Context: an optimization exercise on an open-source flow, tuned for small area. The choices shown serve that exercise and are no tape-out recipe. The RTL was checked by simulation tests, not by an equivalence proof against the original design.

==> run a: inputs <==
==> flow/design.v <==
module pulse_gen
(
	input wire clk, rst,
	input wire instr_fifo_empty,
	input wire [31:0] instr_fifo_data,
	output wire instr_fifo_read,
	input wire pulse_fifo_empty,
	input wire [31:0] pulse_fifo_data,
	output wire pulse_fifo_read,
	output wire [255:0] m_axis_tdata,
	output wire m_axis_tvalid,
	input wire m_axis_tready,
	output wire [255:0] m0_axis_tdata,
	output wire m0_axis_tvalid,
	input wire m0_axis_tready,
	output wire [7:0] state_out,
	output wire busy
);
localparam [3:0] S_IDLE = 0, S_RST_READ = 1, S_READ = 2, S_WAIT_TICK = 3,
                 S_WAIT_PULSE = 4, S_TOGGLE_END = 5, S_SS_1 = 6, S_SS_2 = 7,
                 S_SS_3 = 8, S_SS_4 = 9, S_SS_5 = 10, S_SS_6 = 11,
                 S_SS_WAIT = 12, S_WAIT_CLEAR = 13, S_SS_SYNC_SEND = 14,
                 S_TOGGLE_SEND = 15;
reg [3:0] state;
reg is_phase_meas_mode;
reg [15:0] amplitude_n;   
reg [15:0] pulse_len_reg;
reg [23:0] clock_period;
reg [45:0] main_clock_p1;  
reg clock_tick;           
reg [15:0] cnt_n;         
reg [3:0] fine_delay;     
reg [7:0] dead_n;         
reg [6:0] dead_half;      
reg [11:0] words_n;       
reg word_on;              
reg word_late;            
reg word_end;             
reg m0_on;
assign m_axis_tvalid = 1'b1;
assign m0_axis_tvalid = 1'b1;
assign state_out = {4'b0, state};
assign busy = (state != S_IDLE) || is_phase_meas_mode;
assign instr_fifo_read = (state == S_RST_READ);
assign pulse_fifo_read = (state == S_SS_2) || (state == S_WAIT_CLEAR);
genvar i;
wire [24:0] mc_c;
wire [22:0] mc_hc;
assign mc_c[0] = 1'b1;
assign mc_hc[0] = &main_clock_p1[23:0];
generate
	for (i = 0; i < 24; i = i + 1) begin : mc_chain
		assign mc_c[i+1] = mc_c[i] & main_clock_p1[i];
	end
	for (i = 0; i < 22; i = i + 1) begin : mc_hchain
		assign mc_hc[i+1] = mc_hc[i] & main_clock_p1[24+i];
	end
endgenerate
wire [45:0] mc_inc = main_clock_p1 ^ {mc_hc[21:0], mc_c[23:0]};
wire mc_high = (main_clock_p1[45:24] != 0);
wire mc_ones = !mc_high && (main_clock_p1[23:0] == 0);
wire clock_pre_tick = mc_ones ||
	((clock_period != 0) && (mc_high || (main_clock_p1[23:0] >= clock_period)));
wire rst_clock = (state == S_IDLE) && word_on && word_late && word_end;
wire clock_clear = rst_clock || clock_pre_tick;
function [15:0] therm;
input [3:0] n;
begin
	therm = ~(16'hFFFF >> n);
end
endfunction
wire len_long = (pulse_len_reg[15:4] != 0);
wire [15:0] pulse_mask = len_long ? 16'hFFFF : therm(pulse_len_reg[3:0]);
wire [4:0] end_lane = pulse_len_reg[3:0] + fine_delay;
wire [15:0] end_mask = therm(end_lane[3:0]);
wire [15:0] late_mask = ~therm(fine_delay);
wire words_last = (&words_n[11:1]) && !(!words_n[0] && end_lane[4]);
wire tail_on = !words_n[0] ^ end_lane[4];
wire [15:0] mask = {16{word_on}} & (word_late ? late_mask : 16'hFFFF) &
	(word_end ? (end_mask | {16{word_late && (len_long || end_lane[4])}}) : 16'hFFFF);
wire [15:0] out_mask = is_phase_meas_mode ? (clock_tick ? pulse_mask : 16'h0) : mask;
wire [15:0] m0_mask = m0_on ? pulse_mask : 16'h0;
generate
	for (i = 0; i < 16; i = i + 1) begin : lanes
		assign m_axis_tdata[i*16 +: 16] = ~(amplitude_n | {16{~out_mask[i]}});
		assign m0_axis_tdata[i*16 +: 16] = ~(amplitude_n | {16{~m0_mask[i]}});
	end
endgenerate
wire cnt_zero = &cnt_n;
wire dead_zero = &dead_n;
wire cnt_count = !cnt_zero && (((state == S_TOGGLE_END || state == S_SS_1 ||
	state == S_WAIT_TICK || state == S_SS_4) && clock_pre_tick) ||
	state == S_WAIT_PULSE || state == S_SS_5);
wire dead_count = (state == S_SS_WAIT) && !dead_zero && clock_tick;
wire words_count = (state == S_TOGGLE_SEND || state == S_SS_SYNC_SEND || state == S_SS_6) &&
	!words_last;
wire words_load = ((state == S_TOGGLE_END || state == S_SS_1) && clock_pre_tick) ||
	state == S_SS_4 || state == S_SS_5;
wire [16:0] cnt_c;
wire [12:0] words_c;
wire [8:0] dead_c;
assign cnt_c[0] = cnt_count;
assign words_c[0] = words_count;
assign dead_c[0] = dead_count;
generate
	for (i = 0; i < 16; i = i + 1) begin : cnt_chain
		assign cnt_c[i+1] = cnt_c[i] & cnt_n[i];
	end
	for (i = 0; i < 12; i = i + 1) begin : words_chain
		assign words_c[i+1] = words_c[i] & words_n[i];
	end
	for (i = 0; i < 8; i = i + 1) begin : dead_chain
		assign dead_c[i+1] = dead_c[i] & dead_n[i];
	end
endgenerate
wire [7:0] cmd = instr_fifo_data[31:24];
task set_word(input on, input late, input ends);
begin
	word_on <= on;
	word_late <= late;
	word_end <= ends;
end
endtask
always @(posedge clk) begin
	case (state)
		S_RST_READ: fine_delay <= 0;
		S_READ: if (cmd == 8'd1) fine_delay <= instr_fifo_data[3:0];
		S_SS_3: fine_delay <= pulse_fifo_data[3:0];
		default: ;
	endcase
	if (state == S_READ && cmd == 8'd1) cnt_n <= ~instr_fifo_data[23:8];
	else if (state == S_READ && (cmd == 8'd5 || cmd == 8'd6)) cnt_n <= ~instr_fifo_data[15:0];
	else if (state == S_SS_3) cnt_n <= ~pulse_fifo_data[23:8];
	else cnt_n <= cnt_n ^ cnt_c[15:0];
	if (state == S_READ && cmd == 8'd6) begin
		dead_n <= ~instr_fifo_data[23:16];
		dead_half <= instr_fifo_data[23:17];
	end
	else dead_n <= dead_n ^ dead_c[7:0];
	if (words_load) words_n <= ~pulse_len_reg[15:4];
	else words_n <= words_n ^ words_c[11:0];
end
always @(posedge clk or negedge rst) begin
	if (!rst) begin
		state <= S_IDLE;
		is_phase_meas_mode <= 0;
		amplitude_n <= 16'h8000;
		pulse_len_reg <= 18;
		clock_period <= 10;
		word_on <= 0;
		word_late <= 0;
		word_end <= 0;
		m0_on <= 0;
	end
	else begin
		m0_on <= (state == S_SS_WAIT) && !dead_zero && clock_tick &&
		         (dead_n == ~{1'b0, dead_half});
		case (state)
			S_IDLE: begin
				set_word(0, 0, 0);
				if (!instr_fifo_empty) state <= S_RST_READ;
			end
			S_RST_READ: state <= S_READ;
			S_READ: begin
				state <= S_IDLE;
				case (cmd)
					8'd0: set_word(1, 1, 1);
					8'd1: state <= S_WAIT_TICK;
					8'd2: clock_period <= instr_fifo_data[23:0];
					8'd3: is_phase_meas_mode <= 1;
					8'd4: is_phase_meas_mode <= 0;
					8'd5: begin
						is_phase_meas_mode <= 0;
						state <= S_TOGGLE_END;
					end
					8'd6: state <= S_SS_1;
					8'd7: if (!pulse_fifo_empty) state <= S_WAIT_CLEAR;
					8'd8: amplitude_n <= ~instr_fifo_data[15:0];
					8'd9: pulse_len_reg <= instr_fifo_data[15:0];
					default: ;
				endcase
			end
			S_WAIT_CLEAR: if (pulse_fifo_empty) state <= S_IDLE;
			S_TOGGLE_END, S_SS_1: begin
				if (cnt_zero) begin
					set_word(0, 0, 0);
					if (state == S_TOGGLE_END || pulse_fifo_empty) state <= S_IDLE;
					else state <= S_SS_WAIT;
				end
				else if (clock_pre_tick) begin
					set_word(1, 1, 1);
					state <= (state == S_TOGGLE_END) ? S_TOGGLE_SEND : S_SS_SYNC_SEND;
				end
				else if (state == S_TOGGLE_END) set_word(0, 0, 0);
			end
			S_TOGGLE_SEND, S_SS_SYNC_SEND, S_SS_6: begin
				if (words_last) begin
					set_word(tail_on, 0, 1);
					if (state == S_TOGGLE_SEND) state <= S_TOGGLE_END;
					else if (state == S_SS_SYNC_SEND) state <= S_SS_1;
					else if (!pulse_fifo_empty) state <= S_SS_2;
					else state <= S_IDLE;
				end
				else set_word(1, 0, 0);
			end
			S_SS_WAIT: if (dead_zero) state <= S_SS_2;
			S_SS_2: begin
				set_word(0, 0, 0);
				state <= S_SS_3;
			end
			S_SS_3: state <= S_SS_4;
			S_SS_4, S_SS_5: begin
				if (clock_pre_tick || state == S_SS_5) begin
					if (cnt_zero) begin
						set_word(1, 1, 1);
						state <= S_SS_6;
					end
					else state <= S_SS_5;
				end
			end
			S_WAIT_TICK, S_WAIT_PULSE: begin
				if (clock_pre_tick || state == S_WAIT_PULSE) begin
					if (cnt_zero) begin
						set_word(1, 1, 0);
						state <= S_IDLE;
					end
					else state <= S_WAIT_PULSE;
				end
			end
		endcase
	end
end
always @(posedge clk or negedge rst) begin
	if (!rst) begin
		main_clock_p1 <= 1;
		clock_tick <= 1;
	end
	else begin
		main_clock_p1 <= clock_clear ? 46'd1 : mc_inc;
		clock_tick <= clock_clear;
	end
end
endmodule
==> flow/flow/run.sh <==
#!/bin/bash
# The standard layout (standard.sh), with three changes that only size cells:
#  - synthesis maps logic with an area-oriented ABC script (flow/area_synth.tcl);
#  - every port still gets its own buffer, the smallest one (buf_1);
#  - CTS builds the clock tree from clkbuf_8 cells and adds no dummy loads.
set -euo pipefail
here=$(cd "$(dirname "$0")" && pwd)
export BUFFER_PORTS_ARGS="-buffer_cell sky130_fd_sc_hd__buf_1"
export CTS_ARGS="-sink_clustering_enable -repair_clock_nets -dont_use_dummy_load -buf_list sky130_fd_sc_hd__clkbuf_8 -root_buf sky130_fd_sc_hd__clkbuf_8 -sink_clustering_size 24 -sink_clustering_max_diameter 60"
bash standard.sh SYNTH_SCRIPT="$here/area_synth.tcl" finish > standard.log 2>&1
==> flow/flow/area.abc <==
strash; &get -n; &st; &dch; &nf -R 1000; &put; topo; dnsize -c
==> flow/flow/area_synth.tcl <==
# The standard synthesis, with ABC mapping the logic by an area-oriented
# script (flow/area.abc) in place of ORFS's speed script. Registers are
# untouched: ABC maps only the combinational logic between them.
set area_abc_script [file join [file dirname [file normalize [info script]]] area.abc]
proc abc {args} {
  set i [lsearch -exact $args -script]
  if {$i >= 0} {
    set args [lreplace $args $i [expr {$i + 1}] -script $::area_abc_script]
  }
  yosys abc {*}$args
}
source [file join [file dirname [file dirname [file normalize [info script]]]] synth_recipe.tcl]
==> flow/standard.sh <==
#!/bin/bash
# synth_recipe.tcl (not shown) runs the flow's synth.tcl, then flattens the netlist and writes it again
# the make line also repeats each setting of config.mk as NAME=value (left out here)
make -C /OpenROAD-flow-scripts/flow DESIGN_CONFIG=/design/flow/config.mk WORK_HOME=/design/flow/orfs CLKGATE_MAP_FILE= SYNTH_SCRIPT=/design/flow/synth_recipe.tcl "${@:-finish}"
==> flow/config.mk <==
export PLATFORM = sky130hd
export DESIGN_NAME = pulse_gen
export DESIGN_NICKNAME = pulse_gen
export VERILOG_FILES = /design/flow/design.v
export SDC_FILE = /design/flow/constraint.sdc
export NUM_CORES = 4
export LEC_CHECK = 0
export CAP_MARGIN = 20
export CORE_MARGIN = 2
export CORE_UTILIZATION = 30
export SLEW_MARGIN = 20
==> flow/constraint.sdc <==
create_clock -name core_clock -period 10.0 [get_ports {clk}]
set_input_delay 2.0000 -clock core_clock [delete_from_list [all_inputs] [get_ports {clk}]]
set_output_delay 2.0000 -clock core_clock [all_outputs]
set_load 0.01 [all_outputs]
==> run b (differences from run a) <==
==> flow/design.v, changed modules only <==
module pulse_gen
(
	input wire clk, rst,
	input wire instr_fifo_empty,
	input wire [31:0] instr_fifo_data,
	output wire instr_fifo_read,
	input wire pulse_fifo_empty,
	input wire [31:0] pulse_fifo_data,
	output wire pulse_fifo_read,
	output wire [255:0] m_axis_tdata,
	output wire m_axis_tvalid,
	input wire m_axis_tready,
	output wire [255:0] m0_axis_tdata,
	output wire m0_axis_tvalid,
	input wire m0_axis_tready,
	output wire [7:0] state_out,
	output wire busy
);
localparam [3:0] S_IDLE = 0, S_RST_READ = 1, S_READ = 2, S_WAIT_TICK = 3,
                 S_WAIT_PULSE = 4, S_TOGGLE_END = 5, S_SS_1 = 6, S_SS_2 = 7,
                 S_SS_3 = 8, S_SS_4 = 9, S_SS_5 = 10, S_SS_6 = 11,
                 S_SS_WAIT = 12, S_WAIT_CLEAR = 13, S_SS_SYNC_SEND = 14,
                 S_TOGGLE_SEND = 15;
reg [3:0] state;
reg is_phase_meas_mode;
reg [15:0] amplitude_n;   
reg [15:0] pulse_len_reg;
reg [23:0] clock_period;
reg [45:0] main_clock;
reg clock_tick;           
reg rst_clock;
reg [15:0] cnt_n;         
reg [3:0] fine_delay;     
reg [7:0] dead_n;         
reg [6:0] dead_half;      
reg [11:0] words_n;       
reg word_on;              
reg word_late;            
reg word_end;             
reg m0_on;
assign m_axis_tvalid = 1'b1;
assign m0_axis_tvalid = 1'b1;
assign state_out = {4'b0, state};
assign busy = (state != S_IDLE) || is_phase_meas_mode;
assign instr_fifo_read = (state == S_RST_READ);
assign pulse_fifo_read = (state == S_SS_2) || (state == S_WAIT_CLEAR);
genvar i;
wire [46:0] mc_c;
assign mc_c[0] = 1'b1;
generate
	for (i = 0; i < 46; i = i + 1) begin : mc_chain
		assign mc_c[i+1] = mc_c[i] & main_clock[i];
	end
endgenerate
wire [45:0] mc_inc = main_clock ^ mc_c[45:0];
wire period_zero = (clock_period == 0);
wire clock_pre_tick = period_zero ? mc_c[46] :
	(mc_c[24] || (main_clock[45:24] != 0) || (mc_inc[23:0] >= clock_period));
wire clock_clear = rst_clock || clock_pre_tick;
function [15:0] therm;
input [3:0] n;
begin
	therm = ~(16'hFFFF >> n);
end
endfunction
wire len_long = (pulse_len_reg[15:4] != 0);
wire [15:0] pulse_mask = len_long ? 16'hFFFF : therm(pulse_len_reg[3:0]);
wire [4:0] end_lane = pulse_len_reg[3:0] + fine_delay;
wire [15:0] end_mask = therm(end_lane[3:0]);
wire [15:0] late_mask = ~therm(fine_delay);
wire words_last = (&words_n[11:1]) && !(!words_n[0] && end_lane[4]);
wire tail_on = !words_n[0] ^ end_lane[4];
wire [15:0] mask = {16{word_on}} & (word_late ? late_mask : 16'hFFFF) &
	(word_end ? (end_mask | {16{word_late && (len_long || end_lane[4])}}) : 16'hFFFF);
wire [15:0] out_mask = is_phase_meas_mode ? (clock_tick ? pulse_mask : 16'h0) : mask;
wire [15:0] m0_mask = m0_on ? pulse_mask : 16'h0;
generate
	for (i = 0; i < 16; i = i + 1) begin : lanes
		assign m_axis_tdata[i*16 +: 16] = ~(amplitude_n | {16{~out_mask[i]}});
		assign m0_axis_tdata[i*16 +: 16] = ~(amplitude_n | {16{~m0_mask[i]}});
	end
endgenerate
wire [16:0] cnt_c;
wire [12:0] words_c;
wire [8:0] dead_c;
assign cnt_c[0] = 1'b1;
assign words_c[0] = 1'b1;
assign dead_c[0] = 1'b1;
generate
	for (i = 0; i < 16; i = i + 1) begin : cnt_chain
		assign cnt_c[i+1] = cnt_c[i] & cnt_n[i];
	end
	for (i = 0; i < 12; i = i + 1) begin : words_chain
		assign words_c[i+1] = words_c[i] & words_n[i];
	end
	for (i = 0; i < 8; i = i + 1) begin : dead_chain
		assign dead_c[i+1] = dead_c[i] & dead_n[i];
	end
endgenerate
wire cnt_zero = cnt_c[16];
wire dead_zero = dead_c[8];
wire [7:0] cmd = instr_fifo_data[31:24];
task set_word(input on, input late, input ends);
begin
	word_on <= on;
	word_late <= late;
	word_end <= ends;
end
endtask
always @(posedge clk) begin
	case (state)
		S_RST_READ: fine_delay <= 0;
		S_READ: if (cmd == 8'd1) fine_delay <= instr_fifo_data[3:0];
		S_SS_3: fine_delay <= pulse_fifo_data[3:0];
		default: ;
	endcase
	case (state)
		S_READ: begin
			if (cmd == 8'd1) cnt_n <= ~instr_fifo_data[23:8];
			else if (cmd == 8'd5 || cmd == 8'd6) cnt_n <= ~instr_fifo_data[15:0];
		end
		S_SS_3: cnt_n <= ~pulse_fifo_data[23:8];
		S_TOGGLE_END, S_SS_1, S_WAIT_TICK, S_SS_4:
			if (!cnt_zero && clock_pre_tick) cnt_n <= cnt_n ^ cnt_c[15:0];
		S_WAIT_PULSE, S_SS_5:
			if (!cnt_zero) cnt_n <= cnt_n ^ cnt_c[15:0];
		default: ;
	endcase
	if (state == S_READ && cmd == 8'd6) begin
		dead_n <= ~instr_fifo_data[23:16];
		dead_half <= instr_fifo_data[23:17];
	end
	else if (state == S_SS_WAIT && !dead_zero && clock_tick)
		dead_n <= dead_n ^ dead_c[7:0];
	case (state)
		S_TOGGLE_END, S_SS_1: if (clock_pre_tick) words_n <= ~pulse_len_reg[15:4];
		S_SS_4, S_SS_5: words_n <= ~pulse_len_reg[15:4];
		S_TOGGLE_SEND, S_SS_SYNC_SEND, S_SS_6: if (!words_last) words_n <= words_n ^ words_c[11:0];
		default: ;
	endcase
end
always @(posedge clk or negedge rst) begin
	if (!rst) begin
		state <= S_IDLE;
		is_phase_meas_mode <= 0;
		amplitude_n <= 16'h8000;
		pulse_len_reg <= 18;
		clock_period <= 10;
		rst_clock <= 0;
		word_on <= 0;
		word_late <= 0;
		word_end <= 0;
		m0_on <= 0;
	end
	else begin
		rst_clock <= (state == S_READ) && (cmd == 8'd0);
		m0_on <= (state == S_SS_WAIT) && !dead_zero && clock_tick &&
		         (dead_n == ~{1'b0, dead_half});
		case (state)
			S_IDLE: begin
				set_word(0, 0, 0);
				if (!instr_fifo_empty) state <= S_RST_READ;
			end
			S_RST_READ: state <= S_READ;
			S_READ: begin
				state <= S_IDLE;
				case (cmd)
					8'd0: set_word(1, 1, 1);
					8'd1: state <= S_WAIT_TICK;
					8'd2: clock_period <= instr_fifo_data[23:0];
					8'd3: is_phase_meas_mode <= 1;
					8'd4: is_phase_meas_mode <= 0;
					8'd5: begin
						is_phase_meas_mode <= 0;
						state <= S_TOGGLE_END;
					end
					8'd6: state <= S_SS_1;
					8'd7: if (!pulse_fifo_empty) state <= S_WAIT_CLEAR;
					8'd8: amplitude_n <= ~instr_fifo_data[15:0];
					8'd9: pulse_len_reg <= instr_fifo_data[15:0];
					default: ;
				endcase
			end
			S_WAIT_CLEAR: if (pulse_fifo_empty) state <= S_IDLE;
			S_TOGGLE_END, S_SS_1: begin
				if (cnt_zero) begin
					set_word(0, 0, 0);
					if (state == S_TOGGLE_END || pulse_fifo_empty) state <= S_IDLE;
					else state <= S_SS_WAIT;
				end
				else if (clock_pre_tick) begin
					set_word(1, 1, 1);
					state <= (state == S_TOGGLE_END) ? S_TOGGLE_SEND : S_SS_SYNC_SEND;
				end
				else if (state == S_TOGGLE_END) set_word(0, 0, 0);
			end
			S_TOGGLE_SEND, S_SS_SYNC_SEND, S_SS_6: begin
				if (words_last) begin
					set_word(tail_on, 0, 1);
					if (state == S_TOGGLE_SEND) state <= S_TOGGLE_END;
					else if (state == S_SS_SYNC_SEND) state <= S_SS_1;
					else if (!pulse_fifo_empty) state <= S_SS_2;
					else state <= S_IDLE;
				end
				else set_word(1, 0, 0);
			end
			S_SS_WAIT: if (dead_zero) state <= S_SS_2;
			S_SS_2: begin
				set_word(0, 0, 0);
				state <= S_SS_3;
			end
			S_SS_3: state <= S_SS_4;
			S_SS_4, S_SS_5: begin
				if (clock_pre_tick || state == S_SS_5) begin
					if (cnt_zero) begin
						set_word(1, 1, 1);
						state <= S_SS_6;
					end
					else state <= S_SS_5;
				end
			end
			S_WAIT_TICK, S_WAIT_PULSE: begin
				if (clock_pre_tick || state == S_WAIT_PULSE) begin
					if (cnt_zero) begin
						set_word(1, 1, 0);
						state <= S_IDLE;
					end
					else state <= S_WAIT_PULSE;
				end
			end
		endcase
	end
end
always @(posedge clk or negedge rst) begin
	if (!rst) begin
		main_clock <= 0;
		clock_tick <= 1;
	end
	else begin
		main_clock <= clock_clear ? 46'd0 : mc_inc;
		clock_tick <= clock_clear;
	end
end
endmodule
==> flow/flow/run.sh (replaced) <==
#!/bin/bash
# Standard layout, with the smallest buffer on every port and no CTS dummy loads.
set -euo pipefail
export BUFFER_PORTS_ARGS="-buffer_cell sky130_fd_sc_hd__buf_1"
export CTS_ARGS="-sink_clustering_enable -repair_clock_nets -dont_use_dummy_load"
bash standard.sh > standard.log 2>&1
removed: flow/flow/area.abc
removed: flow/flow/area_synth.tcl
==> results.py <==
metrics = {
    "layout": {
        "stdcell_area_um2": 13800,
        "multi_input_gates": 1182,
        "drive_gt1_frac": 0.03618,
        "n_all_inverters": 35,
        "stdcell_count": 2445,
    },
    "place": {
        "dp_cells": 2426,
    },
    "power_and_ir_drop": {
        "powerDensity_nw_per_um2": 256.8,
        "peakVddDrop_v": 0.0002449,
    },
    "sta": {
        "period_share": 0.6624,
        "skew_ps": 29.54,
    },
    "min_path": {
        "hp-start": "main_clock_p1[0]$_DFF_PN1_",
    },
    "global_routing": {
        "grt_pass1_wl_um": 65490,
    },
    "yosys": {
        "synth_fa_ha_area_frac": 0.1272,
    },
    "status": {
        "outcome": "timing/DRC/antenna clean",
    },
}
the above is filed under run a

==> results.py <==
metrics = {
    "global_routing": {
        "gr-usage-met1": 0.2913,
    },
    "layout": {
        "drive_gt1_frac": 0.05920,
        "multi_input_gates": 1193,
        "stdcell_area_um2": 14750,
        "stdcell_count": 2528,
    },
    "min_path": {
        "hp-start": "clock_period[3]$_DFFE_PN1P_",
    },
    "sta": {
        "skew_ps": 38.25,
        "period_share": 0.9530,
    },
    "worst_setup_path": {
        "crit_family": "adder cells",
    },
    "power_and_ir_drop": {
        "powerComb_mw": 0.800,
        "peakVddDrop_v": 0.0001069,
    },
    "status": {
        "outcome": "timing/DRC/antenna clean",
    },
    "place": {
        "dp_cells": 2507,
    },
}
the above is filed under run b

## what the ideal ports hide
Ports are ideal in the flow. The routed layouts listed here were re-timed in OpenROAD. Step 1 assumes that a clkbuf_16 drives the clock port and a buf_2 every other input. Step 2 also shifts input and output timing later by t, the mid clock arrival at the registers, as if the neighbouring blocks saw the same clock. a / b / c = ideal / step 1 / step 2; a / b = the first two.
| run | shift t [ns] | slack for setup (ns) | hold slack, ns | worst data-port slew with drivers (ns) | pins driven straight from the clock port |
|---|---|---|---|---|---|
| run a | 0.483 | 3.376 / 3.376 / 3.376 | 0.462 / 0.462 / 0.462 | 0.06 | 1 |
| run b | 0.476 | 0.470 / 0.470 / 0.470 | 0.538 / 0.538 / 0.538 | 0.08 | 1 |
After both steps every run listed still meets setup and hold.
